This design comes from an exercise in tuning for small area on the open sky130 flow, not from production work.
In this exercise RTL edits were held to simulation tests only and were not proved equivalent to the original.
The clock port is modelled as an ideal driver, which makes a skipped or thinned clock tree look cheaper than it is; a real chip needs a root buffer or a tree.

==> 07-11 <==
## TrafficLight
module TrafficLight(
rst, clk, timescale, add_hour, emergency, LCD_RS, LCD_RW, LCD_DATA, pedestrian, E_T, W_T, S_T, N_T
    );
Settings: LEC_CHECK=0, ABC_AREA=1, CAP_MARGIN=20, CORE_MARGIN=2, CORE_UTILIZATION=60, PLACE_DENSITY=0.72, SLEW_MARGIN=20; clock period 10.0 ns.
standard.sh (not shown) runs the stock make flow with config.mk's settings and CLKGATE_MAP_FILE= SYNTH_SCRIPT=/design/flow/synth_recipe.tcl, a recipe that flattens the netlist after the stock synthesis.
==> flow/flow/run.sh <==
#!/bin/bash
# Own layout flow: the standard flow with these changes to cut cell area.
#  1. Synthesis (my_synth.tcl) is synth_recipe.tcl with six area-only ABC
#     scripts (area1-6.abc), keeping the smallest result, and without adder
#     extraction. Flip-flops are
#     mapped before ABC, so registers, their names and cells are unchanged;
#     this is checked against the standard flow's own synthesis, and if they differ the
#     flow falls back to the standard flow's synthesis.
#  2. Port buffers are buf_1 cells.
#  3. Clock tree: after CTS, the tree is replaced by four buffers fed from the
#     clock port, each driving one cluster of flip-flops (clock_fix.tcl), if
#     the estimated clock-pin slew stays well under the limit.
# Each step's full output goes to a log file in the work folder.
set -euo pipefail
W=$PWD
export MY_ABC_SCRIPTS="$W/flow/area1.abc $W/flow/area2.abc $W/flow/area3.abc $W/flow/area4.abc $W/flow/area5.abc $W/flow/area6.abc"
export BUFFER_PORTS_ARGS="-buffer_cell sky130_fd_sc_hd__buf_1"
export CTS_ARGS="-sink_clustering_enable -repair_clock_nets -buf_list {sky130_fd_sc_hd__clkbuf_4 sky130_fd_sc_hd__clkbuf_8} -sink_clustering_size 10 -sink_clustering_max_diameter 30 -dont_use_dummy_load"
RES=orfs/results/${FLOW_PLATFORM}/TrafficLight/base
REF=ref/results/${FLOW_PLATFORM}/TrafficLight/base
flops() { grep -oE "sky130_fd_sc_hd__(df|edf|sdf|dl)[a-z0-9_]+ +[^ ]+" "$1" | sed -E 's/_[0-9]+ / /' | sort; }
# The standard flow's own synthesis, for reference
sed -e "s#WORK_HOME=[^ ]*#WORK_HOME=$W/ref #" standard.sh > ref_synth.sh
bash ref_synth.sh synth > ref_synth.log 2>&1
# own synthesis
sed -e "s#SYNTH_SCRIPT=[^ ]*#SYNTH_SCRIPT=$W/flow/my_synth.tcl #" standard.sh > own_synth.sh
bash own_synth.sh synth > synth.log 2>&1
if ! diff <(flops $REF/1_2_yosys.v) <(flops $RES/1_2_yosys.v) > flops.diff; then
  echo "registers differ from bench's synthesis; using bench's synthesis" | tee -a synth.log
  rm -rf orfs
  bash standard.sh synth > synth_fallback.log 2>&1
fi
bash standard.sh cts > cts.log 2>&1
RES=$W/$RES LIB=$(ls $FLOW_HOME/platforms/$FLOW_PLATFORM/lib/sky130_fd_sc_hd__tt_025C_1v80.lib) \
  PLATFORM_DIR=$FLOW_HOME/platforms/$FLOW_PLATFORM FLOWDIR=$W/flow NB=4 BUF=sky130_fd_sc_hd__buf_12 MAX_SLEW_NS=0.110 \
  openroad -no_init -exit $W/flow/clock_fix.tcl > clock_fix.log 2>&1 || echo "clock_fix failed; keeping the CTS tree" >> clock_fix.log
bash standard.sh > layout.log 2>&1
==> flow/flow/area4.abc <==
strash
&get -n
&deepsyn -T 60
&dch -f -r
&nf -a -R 1000 -E 100
&put
topo
==> flow/flow/area5.abc <==
strash
&get -n
&deepsyn -T 60
&put
dch -f
map -a
topo
==> flow/flow/area6.abc <==
strash
&get -n
&deepsyn -T 60
&put
dch -f
amap
topo
Other scripts of this flow, unchanged in this note and not shown: flow/flow/area1.abc, flow/flow/area2.abc, flow/flow/area3.abc, flow/flow/clock_fix.tcl, flow/flow/clock_tree.tcl, flow/flow/my_synth.tcl
==> inputs of 07-02, as changes to 07-11 <==
--- a/flow/flow/run.sh
+++ b/flow/flow/run.sh
@@ -2,4 +2,4 @@
 # Own layout flow: the standard flow with these changes to cut cell area.
-#  1. Synthesis (my_synth.tcl) is synth_recipe.tcl with six area-only ABC
-#     scripts (area1-6.abc), keeping the smallest result, and without adder
+#  1. Synthesis (my_synth.tcl) is synth_recipe.tcl with three area-only ABC
+#     scripts (area1-3.abc), keeping the smallest result, and without adder
 #     extraction. Flip-flops are
@@ -15,3 +15,3 @@
 W=$PWD
-export MY_ABC_SCRIPTS="$W/flow/area1.abc $W/flow/area2.abc $W/flow/area3.abc $W/flow/area4.abc $W/flow/area5.abc $W/flow/area6.abc"
+export MY_ABC_SCRIPTS="$W/flow/area1.abc $W/flow/area2.abc $W/flow/area3.abc"
 export BUFFER_PORTS_ARGS="-buffer_cell sky130_fd_sc_hd__buf_1"
removed: flow/flow/area4.abc
removed: flow/flow/area5.abc
removed: flow/flow/area6.abc
==> qor summary <==
|  | 07-02 | 07-11 |
|---|---|---|
| Run status | finished clean | finished clean |
| CP max FO | 17 | 21 |
| Synth top area share | 39.9% | 40.1% |
| Met2 wire length | 4540 µm | 4480 µm |
| Crit-path max cell delay | 540 ps | 720 ps |
| Fraction of synthesized cell area in xor and xnor cells | 3.84% | 3.87% |
| Critical Path Sink | E_T[0] | LCD_DATA[4] |
| Drt via density | 6.20 | 6.11 |
| Share of the synthesized area in compound gates (AO/OA/AOI/OAI) | 19.1% | 20.1% |
| Routed wire length on met3 | 593 µm | 595 µm |
| Post-route met1 wirelength | 4200 µm | 4390 µm |
| Comb_multi_in | 390 | 383 |
| Initial cell density of the core | 62.7% | 62.6% |
| Worst slew margin | 42.5% | 42.9% |
| Fraction of standard cell area in multi-input logic | 46.4% | 46.0% |
| Met2 Usage GRT | 40.0% | 41.8% |
| Combined area of the multi-input logic cells | 2160 µm² | 2130 µm² |
| Post-Syn Nets | 496 | 491 |
| Inverters | 13 | 15 |
| Number of fill cells | 582 | 558 |
| Area fraction in and, or, nand and nor cells after synthesis | 27.1% | 25.5% |
| Routed length per instance | 15.3 µm | 15.4 µm |
In every run of this note, the design's own scripts or RTL, not TritonCTS, make the clock network.

re-timing with driven ports:
The results above use ideal ports. As a check the final layouts listed here were re-extracted and re-timed, cells and wires unchanged. Step 1 assumes that a clkbuf_16 drives the clock port and a buf_2 every other input. Step 2 moves the port delays by t, midway between the first and last clock arrival at a register: inputs arrive t later, outputs are due t later. That takes back most of the time a late clock gives input paths. Three values: ideal, step 1, step 2; two values: the first two.
| run | t, ns | slack for setup (ns) | worst setup path at the end | latest minus earliest clock arrival (ns) |
|---|---|---|---|---|
| 07-11 | 0.201 | 5.376 / 5.292 / 5.493 | register to output | 0.017 / 0.017 |
| 07-02 | 0.203 | 5.474 / 5.391 / 5.594 | register to output | 0.020 / 0.019 |
After both steps setup and hold are still met in every run listed.
